Background: an optimization exercise with open tools, aiming at small area. Do not read the settings as production practice. Where RTL was checked, it was by simulation tests only, not by an equivalence proof against the original. No activity file was given, so power comes from the tool's default toggle rates.

==> module pulse_gen_tim, before the edit <==
module pulse_gen_tim
#(parameter WIDTH=25)
(
	input clk, enable, reset,
	input tim,  
	input [WIDTH-1:0] delay_in,
	input [WIDTH-1:0] duration_in,
	input [WIDTH-1:0] T_in,
	output reg out_signal
);
	reg [7:0] c0, c1, c2;
	reg [1:0] c3;
	reg cout1, cout2, cout3;
	reg state;
	localparam S0 = 1'b0, S1 = 1'b1;
	reg [WIDTH-1:0] pulse_time;
	reg [WIDTH-1:0] delay;
	reg [20:0] count_tim;
	reg [1:0] pre;
	reg [1:0] eq;
	wire [25:0] cnt = {c3, c2, c1, c0};
	wire [WIDTH-1:0] pt_nx = (state == S0) ? T_in : pulse_time;
	wire [WIDTH-1:0] dl_nx = (state == S0) ? delay_in : delay;
	reg [26:0] cs_s, cs_c;
	reg [26:0] yg, yp;
	reg [25:0] xg, xp;
	reg [24:0] bg, bp;
	reg a0, a1, a2;
	reg gg, pp, y_co, x_co, b_co;
	integer i, j;
	localparam K = 6;
	always @(*) begin
		for (i = 0; i < 27; i = i + 1) begin
			a0 = (i < 26) ? cnt[i] : 1'b0;
			a1 = (i < 21) ? count_tim[i] : 1'b0;
			a2 = (i < 25) ? ~duration_in[i] : 1'b1;
			cs_s[i] = a0 ^ a1 ^ a2;
			cs_c[i] = (a0 & a1) | (a0 & a2) | (a1 & a2);
		end
		yg = cs_s & {cs_c[25:0], 1'b1};
		yp = cs_s | {cs_c[25:0], 1'b1};
		y_co = 1'b0;
		for (j = 0; j < 27; j = j + K) begin
			gg = 1'b0;
			pp = 1'b1;
			for (i = j; i < j + K && i < 27; i = i + 1) begin
				gg = yg[i] | (yp[i] & gg);
				pp = pp & yp[i];
			end
			y_co = gg | (pp & y_co);
		end
		xg = cnt & ~{1'b0, duration_in};
		xp = cnt | ~{1'b0, duration_in};
		x_co = 1'b1;
		for (j = 0; j < 26; j = j + K) begin
			gg = 1'b0;
			pp = 1'b1;
			for (i = j; i < j + K && i < 26; i = i + 1) begin
				gg = xg[i] | (xp[i] & gg);
				pp = pp & xp[i];
			end
			x_co = gg | (pp & x_co);
		end
		bg = duration_in & ~{4'd0, count_tim};
		bp = duration_in | ~{4'd0, count_tim};
		b_co = 1'b1;
		for (j = 0; j < 25; j = j + K) begin
			gg = 1'b0;
			pp = 1'b1;
			for (i = j; i < j + K && i < 25; i = i + 1) begin
				gg = bg[i] | (bp[i] & gg);
				pp = pp & bp[i];
			end
			b_co = gg | (pp & b_co);
		end
	end
	wire hit_u = x_co | (b_co & y_co);
	wire hit_t = cnt == {1'b0, pt_nx};
	wire hit_d = cnt == {1'b0, dl_nx};
	wire [1:0] code = {hit_u | hit_t, hit_u | (~hit_t & hit_d)};
	wire clr = reset | (state == S0);
	wire fin = eq[1] & eq[0];
always @(posedge clk) begin
	if (state == S0) begin
		pulse_time <= T_in;
		delay <= delay_in;
	end
end
always @(posedge clk) begin
	if (reset) begin
		out_signal <= 1'b0;
		state <= S0;
		count_tim <= 21'd0;
		cout1 <= 1'b0;
		cout2 <= 1'b0;
		cout3 <= 1'b0;
		pre <= 2'b11;
		eq <= 2'b00;
	end else begin
		case (state)
		S0: begin
			if (tim) count_tim <= count_tim + 1'b1;
			else if (enable) state <= S1;
		end
		S1: begin
			if (eq[1]) out_signal <= 1'b0;
			else if (eq[0]) out_signal <= 1'b1;
			if (fin) begin
				state <= S0;
				count_tim <= 21'd0;
			end
		end
		endcase
		cout1 <= (c0 == 8'hfe);
		cout2 <= &c1;
		cout3 <= &c2;
		pre <= code;
		eq <= pre;
	end
end
always @(posedge clk) begin
	c0 <= clr ? 8'd0 : c0 + 8'd1;
	if (cout1 & ~reset) c1 <= c1 + 8'd1;
	else if (clr) c1 <= 8'd0;
	if (cout2 & cout1 & ~reset) c2 <= c2 + 8'd1;
	else if (clr) c2 <= 8'd0;
	if (cout3 & cout2 & cout1 & ~reset) c3 <= c3 + 2'd1;
	else if (clr) c3 <= 2'd0;
end
endmodule
export LEC_CHECK = 0
export CAP_MARGIN = 20
export CORE_MARGIN = 2
export CORE_UTILIZATION = 40
export PLACE_DENSITY = 0.6
export SLEW_MARGIN = 20
create_clock -name core_clock -period 5.0 [get_ports {clk}]
standard.sh (not shown) runs the stock make flow with config.mk's settings and CLKGATE_MAP_FILE= SYNTH_SCRIPT=/design/flow/synth_recipe.tcl, a recipe that flattens the netlist after the stock synthesis.
==> flow/flow/run.sh <==
#!/bin/bash
# The standard layout with these changes:
#  - after the standard synthesis, the combinational logic is mapped again
#    by ABC with an area-oriented script (flow/area.abc); flip-flops are
#    kept as they are (same instances, names and cells);
#  - port buffers are the smallest buffer cell (buf_1);
#  - CTS uses clkbuf_8 and inserts no dummy loads.
set -euo pipefail
here=$(pwd)
R=$here/orfs/results/$FLOW_PLATFORM/pulse_gen_tim/base
LIB=$FLOW_HOME/platforms/$FLOW_PLATFORM/lib/sky130_fd_sc_hd__tt_025C_1v80.lib
YOSYS=$(command -v yosys || echo $FLOW_HOME/../tools/install/yosys/bin/yosys)
export BUFFER_PORTS_ARGS="-buffer_cell sky130_fd_sc_hd__buf_1"
export CTS_ARGS="-sink_clustering_enable -repair_clock_nets -dont_use_dummy_load -buf_list sky130_fd_sc_hd__clkbuf_8"

bash standard.sh synth > standard_synth.log 2>&1

cp $R/1_2_yosys.v $here/standard_netlist.v
DU=""
for c in sky130_fd_sc_hd__lpflow_bleeder_1 sky130_fd_sc_hd__lpflow_clkbufkapwr_1 sky130_fd_sc_hd__lpflow_clkbufkapwr_16 sky130_fd_sc_hd__lpflow_clkbufkapwr_2 sky130_fd_sc_hd__lpflow_clkbufkapwr_4 sky130_fd_sc_hd__lpflow_clkbufkapwr_8 sky130_fd_sc_hd__lpflow_clkinvkapwr_1 sky130_fd_sc_hd__lpflow_clkinvkapwr_16 sky130_fd_sc_hd__lpflow_clkinvkapwr_2 sky130_fd_sc_hd__lpflow_clkinvkapwr_4 sky130_fd_sc_hd__lpflow_clkinvkapwr_8 sky130_fd_sc_hd__lpflow_decapkapwr_12 sky130_fd_sc_hd__lpflow_decapkapwr_3 sky130_fd_sc_hd__lpflow_decapkapwr_4 sky130_fd_sc_hd__lpflow_decapkapwr_6 sky130_fd_sc_hd__lpflow_decapkapwr_8 sky130_fd_sc_hd__lpflow_inputiso0n_1 sky130_fd_sc_hd__lpflow_inputiso0p_1 sky130_fd_sc_hd__lpflow_inputiso1n_1 sky130_fd_sc_hd__lpflow_inputiso1p_1 sky130_fd_sc_hd__lpflow_inputisolatch_1 sky130_fd_sc_hd__lpflow_isobufsrc_1 sky130_fd_sc_hd__lpflow_isobufsrc_16 sky130_fd_sc_hd__lpflow_isobufsrc_2 sky130_fd_sc_hd__lpflow_isobufsrc_4 sky130_fd_sc_hd__lpflow_isobufsrc_8 sky130_fd_sc_hd__lpflow_isobufsrckapwr_16 sky130_fd_sc_hd__lpflow_lsbuf_lh_hl_isowell_tap_1 sky130_fd_sc_hd__lpflow_lsbuf_lh_hl_isowell_tap_2 sky130_fd_sc_hd__lpflow_lsbuf_lh_hl_isowell_tap_4 sky130_fd_sc_hd__lpflow_lsbuf_lh_isowell_4 sky130_fd_sc_hd__lpflow_lsbuf_lh_isowell_tap_1 sky130_fd_sc_hd__lpflow_lsbuf_lh_isowell_tap_2 sky130_fd_sc_hd__lpflow_lsbuf_lh_isowell_tap_4 sky130_fd_sc_hd__probe_p_8 sky130_fd_sc_hd__probec_p_8 ; do DU="$DU -dont_use $c"; done
cat > $here/remap.ys <<EOS
read_liberty -ignore_miss_func $LIB
read_verilog $here/standard_netlist.v
hierarchy -top $FLOW_TOP
setattr -mod -set blackbox 1 sky130_fd_sc_hd__df* sky130_fd_sc_hd__edf*
flatten
opt_clean
delete t:\$scopeinfo
abc -liberty $LIB $DU -script $here/flow/area.abc
opt_clean
hilomap -singleton -hicell sky130_fd_sc_hd__conb_1 HI -locell sky130_fd_sc_hd__conb_1 LO
stat -liberty $LIB
write_verilog -noattr -noexpr -nohex -nodec $here/remapped.v
EOS
$YOSYS -s $here/remap.ys > $here/remap.log 2>&1
cp $here/remapped.v $R/1_2_yosys.v
rm -f $R/1_synth.odb $R/1_synth.sdc

bash standard.sh > standard.log 2>&1
Other scripts of this flow, unchanged in this note and not shown: flow/flow/area.abc
The baseline finished with timing, DRC and antenna clean.
Then changed:
--- a/flow/design.v
+++ b/flow/design.v
@@ -20,22 +20,35 @@
 	reg [1:0] eq;
 	wire [25:0] cnt = {c3, c2, c1, c0};
 	wire [WIDTH-1:0] pt_nx = (state == S0) ? T_in : pulse_time;
 	wire [WIDTH-1:0] dl_nx = (state == S0) ? delay_in : delay;
 	reg [26:0] cs_s, cs_c;
 	reg [26:0] yg, yp;
-	reg [25:0] xg, xp;
 	reg [24:0] bg, bp;
+	reg [20:0] tg;
 	reg a0, a1, a2;
-	reg gg, pp, y_co, x_co, b_co;
+	reg gg, pp, y_co, b_co;
 	integer i, j;
 	localparam K = 6;
 	always @(*) begin
+		bg = duration_in & ~{4'd0, count_tim};
+		bp = duration_in | ~{4'd0, count_tim};
+		b_co = 1'b1;
+		for (j = 0; j < 25; j = j + K) begin
+			gg = 1'b0;
+			pp = 1'b1;
+			for (i = j; i < j + K && i < 25; i = i + 1) begin
+				gg = bg[i] | (bp[i] & gg);
+				pp = pp & bp[i];
+			end
+			b_co = gg | (pp & b_co);
+		end
+		tg = count_tim & {21{b_co}};
 		for (i = 0; i < 27; i = i + 1) begin
 			a0 = (i < 26) ? cnt[i] : 1'b0;
-			a1 = (i < 21) ? count_tim[i] : 1'b0;
+			a1 = (i < 21) ? tg[i] : 1'b0;
 			a2 = (i < 25) ? ~duration_in[i] : 1'b1;
 			cs_s[i] = a0 ^ a1 ^ a2;
 			cs_c[i] = (a0 & a1) | (a0 & a2) | (a1 & a2);
 		end
 		yg = cs_s & {cs_c[25:0], 1'b1};
 		yp = cs_s | {cs_c[25:0], 1'b1};
@@ -46,38 +59,14 @@
 			for (i = j; i < j + K && i < 27; i = i + 1) begin
 				gg = yg[i] | (yp[i] & gg);
 				pp = pp & yp[i];
 			end
 			y_co = gg | (pp & y_co);
 		end
-		xg = cnt & ~{1'b0, duration_in};
-		xp = cnt | ~{1'b0, duration_in};
-		x_co = 1'b1;
-		for (j = 0; j < 26; j = j + K) begin
-			gg = 1'b0;
-			pp = 1'b1;
-			for (i = j; i < j + K && i < 26; i = i + 1) begin
-				gg = xg[i] | (xp[i] & gg);
-				pp = pp & xp[i];
-			end
-			x_co = gg | (pp & x_co);
-		end
-		bg = duration_in & ~{4'd0, count_tim};
-		bp = duration_in | ~{4'd0, count_tim};
-		b_co = 1'b1;
-		for (j = 0; j < 25; j = j + K) begin
-			gg = 1'b0;
-			pp = 1'b1;
-			for (i = j; i < j + K && i < 25; i = i + 1) begin
-				gg = bg[i] | (bp[i] & gg);
-				pp = pp & bp[i];
-			end
-			b_co = gg | (pp & b_co);
-		end
 	end
-	wire hit_u = x_co | (b_co & y_co);
+	wire hit_u = y_co;
 	wire hit_t = cnt == {1'b0, pt_nx};
 	wire hit_d = cnt == {1'b0, dl_nx};
 	wire [1:0] code = {hit_u | hit_t, hit_u | (~hit_t & hit_d)};
 	wire clr = reset | (state == S0);
 	wire fin = eq[1] & eq[0];
 always @(posedge clk) begin
Result: With this change the flow reached the layout checks and failed them: setup timing. Core utilization goes up by 3.6 points. Setup slack degrades by 1.0 ns. Sequential power barely changes. Power goes up by 1.4%. Routed wire length goes up by 3.5%. Die area goes down by 1.3%. Cell count goes up by 2.6%. Cell area goes up by 4.6%. Non-clock buffer count goes up by 28. Register-to-register slack degrades by 1.1 ns. Via count goes up by 3.8%. Hold slack improves by 0.030 ns. Area after synthesis goes down by 1.4%.
No functional check of the RTL was part of the second run of this note.

---

== run 1 ==
The RTL this note starts from:
==> flow/design.v <==
module pulse_gen_tim
#(parameter WIDTH=25)
(
	input clk, enable, reset,
	input tim,  
	input [WIDTH-1:0] delay_in,
	input [WIDTH-1:0] duration_in,
	input [WIDTH-1:0] T_in,
	output reg out_signal
);
	reg [7:0] c0, c1, c2;
	reg [1:0] c3;
	reg cout1, cout2, cout3;
	reg state;
	localparam S0 = 1'b0, S1 = 1'b1;
	reg [WIDTH-1:0] pulse_time;
	reg [WIDTH-1:0] delay;
	reg [20:0] count_tim;
	reg [1:0] pre;
	reg [1:0] eq;
	wire [25:0] cnt = {c3, c2, c1, c0};
	wire [WIDTH-1:0] pt_nx = (state == S0) ? T_in : pulse_time;
	wire [WIDTH-1:0] dl_nx = (state == S0) ? delay_in : delay;
	reg [26:0] cs_s, cs_c;
	reg [26:0] yg, yp;
	reg [25:0] xg, xp;
	reg [24:0] bg, bp;
	reg a0, a1, a2;
	reg gg, pp, y_co, x_co, b_co;
	integer i, j;
	localparam K = 10;
	always @(*) begin
		for (i = 0; i < 27; i = i + 1) begin
			a0 = (i < 26) ? cnt[i] : 1'b0;
			a1 = (i < 21) ? count_tim[i] : 1'b0;
			a2 = (i < 25) ? ~duration_in[i] : 1'b1;
			cs_s[i] = a0 ^ a1 ^ a2;
			cs_c[i] = (a0 & a1) | (a0 & a2) | (a1 & a2);
		end
		yg = cs_s & {cs_c[25:0], 1'b1};
		yp = cs_s | {cs_c[25:0], 1'b1};
		y_co = 1'b0;
		for (j = 0; j < 27; j = j + K) begin
			gg = 1'b0;
			pp = 1'b1;
			for (i = j; i < j + K && i < 27; i = i + 1) begin
				gg = yg[i] | (yp[i] & gg);
				pp = pp & yp[i];
			end
			y_co = gg | (pp & y_co);
		end
		xg = cnt & ~{1'b0, duration_in};
		xp = cnt | ~{1'b0, duration_in};
		x_co = 1'b1;
		for (j = 0; j < 26; j = j + K) begin
			gg = 1'b0;
			pp = 1'b1;
			for (i = j; i < j + K && i < 26; i = i + 1) begin
				gg = xg[i] | (xp[i] & gg);
				pp = pp & xp[i];
			end
			x_co = gg | (pp & x_co);
		end
		bg = duration_in & ~{4'd0, count_tim};
		bp = duration_in | ~{4'd0, count_tim};
		b_co = 1'b1;
		for (j = 0; j < 25; j = j + K) begin
			gg = 1'b0;
			pp = 1'b1;
			for (i = j; i < j + K && i < 25; i = i + 1) begin
				gg = bg[i] | (bp[i] & gg);
				pp = pp & bp[i];
			end
			b_co = gg | (pp & b_co);
		end
	end
	wire hit_u = x_co | (b_co & y_co);
	wire hit_t = cnt == {1'b0, pt_nx};
	wire hit_d = cnt == {1'b0, dl_nx};
	wire [1:0] code = {hit_u | hit_t, hit_u | (~hit_t & hit_d)};
	wire clr = reset | (state == S0);
	wire fin = eq[1] & eq[0];
always @(posedge clk) begin
	if (state == S0) begin
		pulse_time <= T_in;
		delay <= delay_in;
	end
end
always @(posedge clk) begin
	if (reset) begin
		out_signal <= 1'b0;
		state <= S0;
		count_tim <= 21'd0;
		cout1 <= 1'b0;
		cout2 <= 1'b0;
		cout3 <= 1'b0;
		pre <= 2'b11;
		eq <= 2'b00;
	end else begin
		case (state)
		S0: begin
			if (tim) count_tim <= count_tim + 1'b1;
			else if (enable) state <= S1;
		end
		S1: begin
			if (eq[1]) out_signal <= 1'b0;
			else if (eq[0]) out_signal <= 1'b1;
			if (fin) begin
				state <= S0;
				count_tim <= 21'd0;
			end
		end
		endcase
		cout1 <= (c0 == 8'hfe);
		cout2 <= &c1;
		cout3 <= &c2;
		pre <= code;
		eq <= pre;
	end
end
always @(posedge clk) begin
	c0 <= clr ? 8'd0 : c0 + 8'd1;
	if (cout1 & ~reset) c1 <= c1 + 8'd1;
	else if (clr) c1 <= 8'd0;
	if (cout2 & cout1 & ~reset) c2 <= c2 + 8'd1;
	else if (clr) c2 <= 8'd0;
	if (cout3 & cout2 & cout1 & ~reset) c3 <= c3 + 2'd1;
	else if (clr) c3 <= 2'd0;
end
endmodule
==> flow/config.mk <==
export PLATFORM = sky130hd
export DESIGN_NAME = pulse_gen_tim
export DESIGN_NICKNAME = pulse_gen_tim
export VERILOG_FILES = /design/flow/design.v
export SDC_FILE = /design/flow/constraint.sdc
export NUM_CORES = 4
export LEC_CHECK = 0
export CAP_MARGIN = 20
export CORE_MARGIN = 2
export CORE_UTILIZATION = 40
export PLACE_DENSITY = 0.6
export SLEW_MARGIN = 20
==> flow/constraint.sdc <==
create_clock -name core_clock -period 5.0 [get_ports {clk}]
set_input_delay 1.0000 -clock core_clock [delete_from_list [all_inputs] [get_ports {clk}]]
set_output_delay 1.0000 -clock core_clock [all_outputs]
set_load 0.01 [all_outputs]
==> flow/flow/area.abc <==
strash; &get -n; &deepsyn -J 100 -T 600; &put; dch -f; amap; topo
Scripts as last shown in full above: flow/flow/run.sh
[inputs] run 2 vs run 1
--- a/flow/design.v
+++ b/flow/design.v
@@ -26,11 +26,11 @@
 	reg [25:0] xg, xp;
 	reg [24:0] bg, bp;
 	reg a0, a1, a2;
 	reg gg, pp, y_co, x_co, b_co;
 	integer i, j;
-	localparam K = 10;
+	localparam K = 6;
 	always @(*) begin
 		for (i = 0; i < 27; i = i + 1) begin
 			a0 = (i < 26) ? cnt[i] : 1'b0;
 			a1 = (i < 21) ? count_tim[i] : 1'b0;
 			a2 = (i < 25) ? ~duration_in[i] : 1'b1;
==> comparison <==
- Run 2 reached the final stage; the timing, design-rule and antenna checks on its layout passed.
- Compared with run 1, in run 2 die area dropped 0.77%; amount of wire on met3 after detailed routing climbed 7.4%; clock skew dropped 0.016 ns.
- Summary of run 2 over run 1: fraction of layout cells with a size suffix above 1 saw little to no change, clock insertion delay at the later pin of the skew report flat, layout-stage area growth over the synthesis result stayed essentially flat.
No functional check of the RTL was part of run 1.

==> static timing again, ports no longer ideal <==
In the flow no input, the clock included, has a driving cell. The finished layouts below were timed again as built, in two steps. Step 1: set_driving_cell puts a clkbuf_16 on clk and a buf_2 on each other input, an assumption about the parent block. Step 2 adds t to the input delays and takes it off the output delays; t is the mean of the earliest and latest rising clock arrival at the registers after step 1. Input paths then give back, and output paths get back, about the clock's delay inside the block. Three values: ideal, step 1, step 2; two values: the first two.
run | shift t [ns] | slack for setup (ns) | slew at the worst register clock pin (ns) | worst slew at a driven data input, ns
the first run of note 1 | 0.408 | 0.789 / 0.802 / 0.393 | 0.10 / 0.10 | 0.04
the second run of note 1 | 0.404 | -0.255 / -0.273 / -0.678 | 0.11 / 0.11 | 0.05
run 1 | 0.415 | 0.518 / 0.531 / 0.116 | 0.11 / 0.11 | 0.04
run 2 | 0.409 | 0.617 / 0.621 / 0.223 | 0.10 / 0.10 | 0.04
For the second run of note 1, which loses most, drivers alone change the setup slack by -0.018 ns; drivers and shift together by -0.423 ns.
